Source: an optimization exercise on an open RTL-to-GDS flow (aim: small area). Production flows keep margins and buffers that such runs may drop.
RTL that was checked went through simulation tests only; none was proved equivalent to the original.

==> run a <==
// oled_top
module oled_top(
    input clk,
    input rst,
    output sck,
    output reg miso,
    output reg reset_oled,
    output dc,
    output sck_reg
    );
    localparam [2:0] INIT1 = 3'd0,   
                     INIT2 = 3'd1,   
                     CLEAR = 3'd2,
                     WRITE = 3'd3,
                     GAP   = 3'd4,   
                     DONE  = 3'd6;
    reg [5:0] dcnt;
    reg sr;
    reg [3:0] slot;
    reg [11:0] ptr;
    reg [2:0] ph;
    assign sck_reg = sr;
    wire tick = (dcnt == 6'd50);
    wire rise = tick & ~sr;
    wire fall = tick & sr;
    wire [1:0] bc = ptr[1:0];
    wire [6:0] x  = ptr[8:2];
    wire [2:0] pg = ptr[11:9];
    wire is_init = (ph == INIT1) | (ph == INIT2);
    wire is_cw   = (ph == CLEAR) | (ph == WRITE);
    wire is_wr   = (ph == WRITE);
    wire x_mod6 = (x == 7'd36) | (x == 7'd42) | (x == 7'd48) | (x == 7'd54) | (x == 7'd60) | (x == 7'd66) | (x == 7'd72) | (x == 7'd78) | (x == 7'd84);
    wire col_end   = is_cw & (bc == 2'd0);
  ...
==> flow/config.mk <==
export PLATFORM = sky130hd
export DESIGN_NAME = oled_top
export DESIGN_NICKNAME = oled_top
export VERILOG_FILES = /design/flow/design.v
export SDC_FILE = /design/flow/constraint.sdc
export NUM_CORES = 4
export LEC_CHECK = 0
export ABC_AREA = 1
export CAP_MARGIN = 20
export CORE_MARGIN = 2
export CORE_UTILIZATION = 60
export PLACE_DENSITY = 0.8
export SLEW_MARGIN = 20
==> flow/constraint.sdc <==
create_clock -name core_clock -period 10.0 [get_ports {clk}]
set_input_delay 2.0000 -clock core_clock [delete_from_list [all_inputs] [get_ports {clk}]]
set_output_delay 2.0000 -clock core_clock [all_outputs]
set_load 0.01 [all_outputs]
run.sh (not shown) runs the stock make flow with config.mk's settings and CLKGATE_MAP_FILE= SYNTH_SCRIPT=/design/flow/synth_recipe.tcl, a recipe that flattens the netlist after the stock synthesis.
==> run b: changes against run a <==
==> flow/design.v (replaced) <==
module oled_top(
    input clk,
    input rst,
    output sck,
    output reg miso,
    output reg reset_oled,
    output dc,
    output sck_reg
    );
    reg [5:0] dcnt;
    reg sr;
    reg [3:0] slot;
    reg [11:0] ptr;
    reg [1:0] ph;
    assign sck_reg = sr;
    wire tick = ~dcnt[0] & ~dcnt[1] & ~dcnt[2] & ~dcnt[4];    
    wire d4  = dcnt[4];                
    wire d8  = ~dcnt[0] & ~dcnt[2];    
    wire d10 = ~dcnt[0] & ~dcnt[4];    
    always @(posedge clk)
        if (rst) begin
            dcnt <= 6'd1;
            sr <= 1'b0;
        end else if (tick) begin
            dcnt <= 6'd1;
            sr <= ~sr;
        end else
            dcnt <= {dcnt[4:0], dcnt[5] ^ dcnt[0]};
    wire rise = tick & ~sr;
    wire fall = tick & sr;
    wire [1:0] bc = ptr[1:0];
    wire [6:0] x  = ptr[8:2];
    wire [2:0] pg = ptr[11:9];
    wire is_init = ~ph[1];
    wire is_cw   = ph[1];
    wire is_wr   = ph[1] & ph[0];
    wire is_w1   = (ph == 2'd0);
    wire fin   = (slot == 4'd15);
    wire idle1 = (slot == 4'd14);
    wire gap   = (slot == 4'd12);
    wire done  = (slot == 4'd13);
    wire [6:0] font;
    assign font[0] = (x == 7'd31) | (x == 7'd35) | (x == 7'd37) | (x == 7'd38) | (x == 7'd39) | (x == 7'd40) | (x == 7'd41) | (x == 7'd43) | (x == 7'd49) | (x == 7'd56) | (x == 7'd57) | (x == 7'd58) | (x == 7'd61) | (x == 7'd62) | (x == 7'd63) | (x == 7'd64) | (x == 7'd65) | (x == 7'd67) | (x == 7'd68) | (x == 7'd69) | (x == 7'd70) | (x == 7'd74) | (x == 7'd75) | (x == 7'd76) | (x == 7'd77) | (x == 7'd81);
    assign font[1] = (x == 7'd31) | (x == 7'd35) | (x == 7'd37) | (x == 7'd43) | (x == 7'd49) | (x == 7'd55) | (x == 7'd59) | (x == 7'd61) | (x == 7'd67) | (x == 7'd71) | (x == 7'd73) | (x == 7'd80) | (x == 7'd82);
    assign font[2] = (x == 7'd31) | (x == 7'd35) | (x == 7'd37) | (x == 7'd43) | (x == 7'd49) | (x == 7'd55) | (x == 7'd59) | (x == 7'd61) | (x == 7'd67) | (x == 7'd71) | (x == 7'd73) | (x == 7'd79) | (x == 7'd83);
    assign font[3] = (x == 7'd31) | (x == 7'd32) | (x == 7'd33) | (x == 7'd34) | (x == 7'd35) | (x == 7'd37) | (x == 7'd38) | (x == 7'd39) | (x == 7'd40) | (x == 7'd41) | (x == 7'd43) | (x == 7'd49) | (x == 7'd55) | (x == 7'd59) | (x == 7'd61) | (x == 7'd62) | (x == 7'd63) | (x == 7'd64) | (x == 7'd65) | (x == 7'd67) | (x == 7'd68) | (x == 7'd69) | (x == 7'd70) | (x == 7'd73) | (x == 7'd75) | (x == 7'd76) | (x == 7'd77) | (x == 7'd79) | (x == 7'd80) | (x == 7'd81) | (x == 7'd82) | (x == 7'd83);
    assign font[4] = (x == 7'd31) | (x == 7'd35) | (x == 7'd37) | (x == 7'd43) | (x == 7'd49) | (x == 7'd55) | (x == 7'd59) | (x == 7'd61) | (x == 7'd67) | (x == 7'd73) | (x == 7'd77) | (x == 7'd79) | (x == 7'd83);
    assign font[5] = (x == 7'd31) | (x == 7'd35) | (x == 7'd37) | (x == 7'd43) | (x == 7'd49) | (x == 7'd55) | (x == 7'd59) | (x == 7'd61) | (x == 7'd67) | (x == 7'd73) | (x == 7'd77) | (x == 7'd79) | (x == 7'd83);
    assign font[6] = (x == 7'd31) | (x == 7'd35) | (x == 7'd37) | (x == 7'd38) | (x == 7'd39) | (x == 7'd40) | (x == 7'd41) | (x == 7'd43) | (x == 7'd44) | (x == 7'd45) | (x == 7'd46) | (x == 7'd47) | (x == 7'd49) | (x == 7'd50) | (x == 7'd51) | (x == 7'd52) | (x == 7'd53) | (x == 7'd56) | (x == 7'd57) | (x == 7'd58) | (x == 7'd61) | (x == 7'd67) | (x == 7'd74) | (x == 7'd75) | (x == 7'd76) | (x == 7'd79) | (x == 7'd83);
    wire [7:0] init_byte;
    assign init_byte[0] = (ptr[3:0] == 4'd6) | (ptr[3:0] == 4'd8) | (ptr[3:0] == 4'd10) | (ptr[3:0] == 4'd11) | (ptr[3:0] == 4'd12) | (ptr[3:0] == 4'd13) | (ptr[3:0] == 4'd15);
    assign init_byte[1] = (ptr[3:0] == 4'd5) | (ptr[3:0] == 4'd11) | (ptr[3:0] == 4'd15);
    assign init_byte[2] = (ptr[3:0] == 4'd5) | (ptr[3:0] == 4'd6) | (ptr[3:0] == 4'd8) | (ptr[3:0] == 4'd9) | (ptr[3:0] == 4'd11) | (ptr[3:0] == 4'd15);
    assign init_byte[3] = (ptr[3:0] == 4'd5) | (ptr[3:0] == 4'd8) | (ptr[3:0] == 4'd11) | (ptr[3:0] == 4'd12) | (ptr[3:0] == 4'd15);
    assign init_byte[4] = (ptr[3:0] == 4'd6) | (ptr[3:0] == 4'd9) | (ptr[3:0] == 4'd12) | (ptr[3:0] == 4'd13);
    assign init_byte[5] = (ptr[3:0] == 4'd5) | (ptr[3:0] == 4'd13) | (ptr[3:0] == 4'd14) | (ptr[3:0] == 4'd15);
    assign init_byte[6] = (ptr[3:0] == 4'd6) | (ptr[3:0] == 4'd11) | (ptr[3:0] == 4'd12) | (ptr[3:0] == 4'd13);
    assign init_byte[7] = (ptr[3:0] == 4'd5) | (ptr[3:0] == 4'd6) | (ptr[3:0] == 4'd7) | (ptr[3:0] == 4'd8) | (ptr[3:0] == 4'd10) | (ptr[3:0] == 4'd11) | (ptr[3:0] == 4'd12) | (ptr[3:0] == 4'd13) | (ptr[3:0] == 4'd14) | (ptr[3:0] == 4'd15);
    wire col_end   = is_cw & (bc == 2'd0);
    wire block_end = is_wr ? (col_end & (font == 7'd0)) : (ptr == 12'd0);
    wire gap_end = ~ptr[11] & ptr[7] & ptr[6];   
    wire [2:0] page = is_wr ? ((x >= 7'd60) ? 3'd4 : 3'd3) : pg;
    reg [7:0] byte_out;
    always @(*)
        if (is_init) byte_out = init_byte;
        else case (bc)
            2'd0: byte_out = {5'b10110, page};
            2'd1: byte_out = {5'b00010, x[6:4]};
            2'd2: byte_out = {4'b0000, x[3:0]};
            default: byte_out = is_wr ? {1'b0, font} : 8'h00;
        endcase
    assign sck = slot[3] | sr;
    assign dc  = is_cw & (bc == 2'd3) & (~slot[3] | fin);
    always @(posedge clk)
        if (rst)
            miso <= 1'b0;
        else if (fall & ~slot[3])
            miso <= byte_out[slot[2:0]];
    wire ro_set = (idle1 & ptr[0] & d10) |
                  (~ptr[11] & ptr[6] & ptr[4] & ptr[3] & ptr[2] & ptr[1] & d8 & ~sr);
    wire ro_clr = is_w1 & fin & ptr[3] & ptr[2] & ptr[0] & d4 & ~sr;
    always @(posedge clk)
        if (rst)
            reset_oled <= 1'b0;
        else
            reset_oled <= ro_set | (reset_oled & ~ro_clr);
    wire adv = rise & (fin | (gap & ~gap_end));
    always @(posedge clk)
        if (rst | (rise & gap & gap_end))
            ptr <= 12'd4085;
        else if (rise & idle1 & reset_oled & block_end & (ph == 2'd2))
            ptr <= {3'd0, 7'd30, 2'd0};
        else
            ptr <= ptr + {11'd0, adv};
    always @(posedge clk)
        if (rst)
            ph <= 2'd0;
        else if (rise & ((gap & gap_end) | (idle1 & reset_oled & block_end & ~is_wr)))
            ph <= ph + 2'd1;
    always @(posedge clk)
        if (rst)
            slot <= 4'd14;
        else if (rise) begin
            if (idle1) begin
                if (!reset_oled)
                    slot <= 4'd12;
                else if (is_wr && x[6] && x[4] && x[2])    
                    slot <= 4'd13;
                else
                    slot <= {2'b10, block_end, col_end};
            end else if (gap) begin
                if (gap_end)
                    slot <= 4'd8;
            end else if (!done)
                slot <= slot - 4'd1;
        end
endmodule
==> flow/flow/run.sh (new file) <==
#!/bin/bash
# Own flow: the standard layout, with the synthesis's final ABC mapping
# done by an area-oriented script (flow/area.abc) instead of ORFS's,
# adders left to ABC instead of the half-adder cell map, and the port
# buffers (still one per port) made with the smallest buffer cell.
# Everything else (synthesis passes, register names, floorplan, place,
# CTS, route) is the standard flow, run through standard.sh.
set -euo pipefail
W=$(pwd)
{
  echo 'proc abc {args} {'
  echo '  set i [lsearch -exact $args -script]'
  echo "  if {\$i >= 0} { lset args [expr {\$i + 1}] $W/flow/area.abc }"
  echo '  yosys abc {*}$args'
  echo '}'
  cat "$W/synth_recipe.tcl"
} > "$W/own_synth.tcl"
bash "$W/standard.sh" SYNTH_SCRIPT="$W/own_synth.tcl" ADDER_MAP_FILE= BUFFER_PORTS_ARGS="-buffer_cell sky130_fd_sc_hd__buf_1" synth > "$W/synth.log" 2>&1
bash "$W/standard.sh" SYNTH_SCRIPT="$W/own_synth.tcl" ADDER_MAP_FILE= BUFFER_PORTS_ARGS="-buffer_cell sky130_fd_sc_hd__buf_1" finish > "$W/layout.log" 2>&1
==> flow/flow/area.abc (new file) <==
strash
&get -n
&deepsyn -T 60
&put
dch -f
amap
strash
dch -f
amap
topo
==> flow/standard.sh (new file) <==
#!/bin/bash
# synth_recipe.tcl (not shown) runs the flow's synth.tcl, then flattens the netlist and writes it again
# the make line also repeats each setting of config.mk as NAME=value (left out here)
make -C /OpenROAD-flow-scripts/flow DESIGN_CONFIG=/design/flow/config.mk WORK_HOME=/design/flow/orfs CLKGATE_MAP_FILE= SYNTH_SCRIPT=/design/flow/synth_recipe.tcl "${@:-finish}"
==> flow/config.mk (replaced) <==
export PLATFORM = sky130hd
export DESIGN_NAME = oled_top
export DESIGN_NICKNAME = oled_top
export VERILOG_FILES = /design/flow/design.v
export SDC_FILE = /design/flow/constraint.sdc
export NUM_CORES = 4
export LEC_CHECK = 0
export ABC_AREA = 1
export CAP_MARGIN = 20
export CELL_PAD_IN_SITES_DETAIL_PLACEMENT = 0
export CELL_PAD_IN_SITES_GLOBAL_PLACEMENT = 0
export CORE_MARGIN = 2
export CORE_UTILIZATION = 75
export CTS_BUF_LIST = sky130_fd_sc_hd__clkbuf_8
export CTS_CLUSTER_SIZE = 30
export PLACE_DENSITY = 0.9
export SLEW_MARGIN = 20
removed: flow/run.sh
==> run c: changes against run a <==
==> flow/design.v (replaced) <==
module oled_top(
    input clk,
    input rst,
    output sck,
    output reg miso,
    output reg reset_oled,
    output dc,
    output sck_reg
    );
    reg [5:0] dcnt;
    reg sr;
    reg [3:0] slot;
    reg [11:0] ptr;
    reg [1:0] ph;
    assign sck_reg = sr;
    wire tick = dcnt[5] & dcnt[4] & dcnt[1];    
    wire rise = tick & ~sr;
    wire fall = tick & sr;
    wire [1:0] bc = ptr[1:0];
    wire [6:0] x  = ptr[8:2];
    wire [2:0] pg = ptr[11:9];
    wire is_init = ~ph[1];
    wire is_cw   = ph[1];
    wire is_wr   = ph[1] & ph[0];
    wire is_w1   = (ph == 2'd0);
    wire gap  = (slot == 4'd10);
    wire done = (slot == 4'd9);
    wire fin  = (slot == 4'd15);
    wire [6:0] font;
    assign font[0] = (x == 7'd31) | (x == 7'd35) | (x == 7'd37) | (x == 7'd38) | (x == 7'd39) | (x == 7'd40) | (x == 7'd41) | (x == 7'd43) | (x == 7'd49) | (x == 7'd56) | (x == 7'd57) | (x == 7'd58) | (x == 7'd61) | (x == 7'd62) | (x == 7'd63) | (x == 7'd64) | (x == 7'd65) | (x == 7'd67) | (x == 7'd68) | (x == 7'd69) | (x == 7'd70) | (x == 7'd74) | (x == 7'd75) | (x == 7'd76) | (x == 7'd77) | (x == 7'd81);
    assign font[1] = (x == 7'd31) | (x == 7'd35) | (x == 7'd37) | (x == 7'd43) | (x == 7'd49) | (x == 7'd55) | (x == 7'd59) | (x == 7'd61) | (x == 7'd67) | (x == 7'd71) | (x == 7'd73) | (x == 7'd80) | (x == 7'd82);
    assign font[2] = (x == 7'd31) | (x == 7'd35) | (x == 7'd37) | (x == 7'd43) | (x == 7'd49) | (x == 7'd55) | (x == 7'd59) | (x == 7'd61) | (x == 7'd67) | (x == 7'd71) | (x == 7'd73) | (x == 7'd79) | (x == 7'd83);
    assign font[3] = (x == 7'd31) | (x == 7'd32) | (x == 7'd33) | (x == 7'd34) | (x == 7'd35) | (x == 7'd37) | (x == 7'd38) | (x == 7'd39) | (x == 7'd40) | (x == 7'd41) | (x == 7'd43) | (x == 7'd49) | (x == 7'd55) | (x == 7'd59) | (x == 7'd61) | (x == 7'd62) | (x == 7'd63) | (x == 7'd64) | (x == 7'd65) | (x == 7'd67) | (x == 7'd68) | (x == 7'd69) | (x == 7'd70) | (x == 7'd73) | (x == 7'd75) | (x == 7'd76) | (x == 7'd77) | (x == 7'd79) | (x == 7'd80) | (x == 7'd81) | (x == 7'd82) | (x == 7'd83);
    assign font[4] = (x == 7'd31) | (x == 7'd35) | (x == 7'd37) | (x == 7'd43) | (x == 7'd49) | (x == 7'd55) | (x == 7'd59) | (x == 7'd61) | (x == 7'd67) | (x == 7'd73) | (x == 7'd77) | (x == 7'd79) | (x == 7'd83);
    assign font[5] = (x == 7'd31) | (x == 7'd35) | (x == 7'd37) | (x == 7'd43) | (x == 7'd49) | (x == 7'd55) | (x == 7'd59) | (x == 7'd61) | (x == 7'd67) | (x == 7'd73) | (x == 7'd77) | (x == 7'd79) | (x == 7'd83);
    assign font[6] = (x == 7'd31) | (x == 7'd35) | (x == 7'd37) | (x == 7'd38) | (x == 7'd39) | (x == 7'd40) | (x == 7'd41) | (x == 7'd43) | (x == 7'd44) | (x == 7'd45) | (x == 7'd46) | (x == 7'd47) | (x == 7'd49) | (x == 7'd50) | (x == 7'd51) | (x == 7'd52) | (x == 7'd53) | (x == 7'd56) | (x == 7'd57) | (x == 7'd58) | (x == 7'd61) | (x == 7'd67) | (x == 7'd74) | (x == 7'd75) | (x == 7'd76) | (x == 7'd79) | (x == 7'd83);
    wire [7:0] init_byte;
    assign init_byte[0] = (ptr[3:0] == 4'd6) | (ptr[3:0] == 4'd8) | (ptr[3:0] == 4'd10) | (ptr[3:0] == 4'd11) | (ptr[3:0] == 4'd12) | (ptr[3:0] == 4'd13) | (ptr[3:0] == 4'd15);
    assign init_byte[1] = (ptr[3:0] == 4'd5) | (ptr[3:0] == 4'd11) | (ptr[3:0] == 4'd15);
    assign init_byte[2] = (ptr[3:0] == 4'd5) | (ptr[3:0] == 4'd6) | (ptr[3:0] == 4'd8) | (ptr[3:0] == 4'd9) | (ptr[3:0] == 4'd11) | (ptr[3:0] == 4'd15);
    assign init_byte[3] = (ptr[3:0] == 4'd5) | (ptr[3:0] == 4'd8) | (ptr[3:0] == 4'd11) | (ptr[3:0] == 4'd12) | (ptr[3:0] == 4'd15);
    assign init_byte[4] = (ptr[3:0] == 4'd6) | (ptr[3:0] == 4'd9) | (ptr[3:0] == 4'd12) | (ptr[3:0] == 4'd13);
    assign init_byte[5] = (ptr[3:0] == 4'd5) | (ptr[3:0] == 4'd13) | (ptr[3:0] == 4'd14) | (ptr[3:0] == 4'd15);
    assign init_byte[6] = (ptr[3:0] == 4'd6) | (ptr[3:0] == 4'd11) | (ptr[3:0] == 4'd12) | (ptr[3:0] == 4'd13);
    assign init_byte[7] = (ptr[3:0] == 4'd5) | (ptr[3:0] == 4'd6) | (ptr[3:0] == 4'd7) | (ptr[3:0] == 4'd8) | (ptr[3:0] == 4'd10) | (ptr[3:0] == 4'd11) | (ptr[3:0] == 4'd12) | (ptr[3:0] == 4'd13) | (ptr[3:0] == 4'd14) | (ptr[3:0] == 4'd15);
    wire col_end   = is_cw & (bc == 2'd0);
    wire block_end = is_wr ? (col_end & (font == 7'd0)) : (ptr == 12'd0);
    wire jump = (slot == (4'd14 - {2'b00, block_end, col_end}));
    wire gap_end = ~ptr[11] & ptr[7] & ptr[6] & ptr[0];   
    wire [2:0] page = is_wr ? ((x >= 7'd60) ? 3'd4 : 3'd3) : pg;
    reg [7:0] byte_out;
    always @(*)
        if (is_init) byte_out = init_byte;
        else case (bc)
            2'd0: byte_out = {5'b10110, page};
            2'd1: byte_out = {5'b00010, x[6:4]};
            2'd2: byte_out = {4'b0000, x[3:0]};
            default: byte_out = is_wr ? {1'b0, font} : 8'h00;
        endcase
    assign sck = slot[3] | sr;
    assign dc  = is_cw & (bc == 2'd3) & (~slot[3] | fin);
    always @(posedge clk)
        if (rst) begin
            dcnt <= 6'd0;
            sr <= 1'b0;
        end else if (tick) begin
            dcnt <= 6'd0;
            sr <= ~sr;
        end else
            dcnt <= dcnt + 6'd1;
    always @(posedge clk)
        if (rst)
            miso <= 1'b0;
        else if (fall & ~slot[3])
            miso <= byte_out[slot[2:0]];
    wire ro_set = ((slot == 4'd14) & dcnt[3] & dcnt[1]) |
                  (~ptr[11] & ptr[6] & ptr[4] & ptr[3] & ptr[2] & ptr[1] & ptr[0] & dcnt[3] & ~sr);
    wire ro_clr = is_w1 & fin & ptr[3] & ptr[2] & ptr[0] & dcnt[2] & ~sr;
    always @(posedge clk)
        if (rst)
            reset_oled <= 1'b0;
        else
            reset_oled <= ro_set | (reset_oled & ~ro_clr);
    always @(posedge clk)
        if (rst) begin
            slot <= 4'd14;
            ptr <= 12'd4085;
            ph <= 2'd0;
        end else if (rise) begin
            if (gap) begin
                if (gap_end) begin
                    ph <= 2'd1;
                    ptr <= 12'd4085;
                    slot <= 4'd8;
                end else
                    ptr <= ptr + 12'd1;
            end else if (fin) begin
                ptr <= ptr + 12'd1;
                slot <= reset_oled ? 4'd14 : 4'd10;
            end else if (jump) begin
                if (is_wr && x[6] && x[4] && x[2])     
                    slot <= 4'd9;
                else begin
                    slot <= 4'd8;
                    if (block_end && !is_wr) begin
                        ph <= ph + 2'd1;
                        if (ph[1])
                            ptr <= {3'd0, 7'd30, 2'd0};
                    end
                end
            end else if (!done)
                slot <= slot - 4'd1;
        end
endmodule
==> flow/config.mk (replaced) <==
export PLATFORM = sky130hd
export DESIGN_NAME = oled_top
export DESIGN_NICKNAME = oled_top
export VERILOG_FILES = /design/flow/design.v
export SDC_FILE = /design/flow/constraint.sdc
export NUM_CORES = 4
export LEC_CHECK = 0
export ABC_AREA = 1
export CAP_MARGIN = 20
export CORE_MARGIN = 2
export CORE_UTILIZATION = 65
export PLACE_DENSITY = 0.8
export SLEW_MARGIN = 20
==> results.cfg <==
[floorplan]
die_h_um = 52.5

[pwr]
power.ir.vdd_worst_mv = 0.129
share_clk_of_total_power_pct = 35.2

[route]
wirelength_met1_um = 2050

[layout]
number_of_multi_input_combinational_cells = 203
num-nonclk-inverters = 49

[clock_network]
cts_num_sinks = 27

[outcome]
status = complete, no violations
the above is filed under run b

==> results.cfg <==
[outcome]
status = complete, no violations

[global_routing]
grt_usage_pct = 33.0
first_pass_grt_wire_length_um = 11300

[pwr]
share_clk_of_total_power_pct = 35.9

[floorplan]
die_h_um = 66.0

[route]
wirelength_met1_um = 2930

[clock_network]
cts_num_sinks = 27

[layout]
num-nonclk-inverters = 50
number_of_multi_input_combinational_cells = 337
the above is filed under run c

==> results.cfg <==
[route]
wirelength_met1_um = 3650

[outcome]
status = complete, no violations

[layout]
num-nonclk-inverters = 64
number_of_multi_input_combinational_cells = 406

[clock_network]
cts_num_sinks = 28

[pwr]
share_clk_of_total_power_pct = 43.2
power.ir.vdd_worst_mv = 0.0646

[floorplan]
core_region_area_mm2 = 0.00479
die_h_um = 74.7
the above is filed under run a

Function not checked in run a: the RTL went through the layout flow alone.

==> port drivers added, routing unchanged <==
The flow's constraints put no driver on any port. The routed layouts listed below were extracted and timed again, unchanged, in two steps. Step 1: set_driving_cell puts a clkbuf_16 on clk and a buf_2 on each other input, an assumption about the parent block. Step 2 adds t to the input delays and takes it off the output delays; t is the mean of the earliest and latest rising clock arrival at the registers after step 1. Input paths then give back, and output paths get back, about the clock's delay inside the block. Slacks: ideal ports / drivers / drivers and shift; pairs: ideal ports / drivers.
run | shift t [ns] | setup WS [ns] | pins driven straight from the clock port
run a | 0.311 | 6.059 / 6.029 / 6.313 | 1
run b | 0.295 | 6.052 / 6.029 / 6.256 | 1
run c | 0.302 | 5.974 / 5.947 / 6.249 | 1
After both steps setup and hold are still met in every run listed.
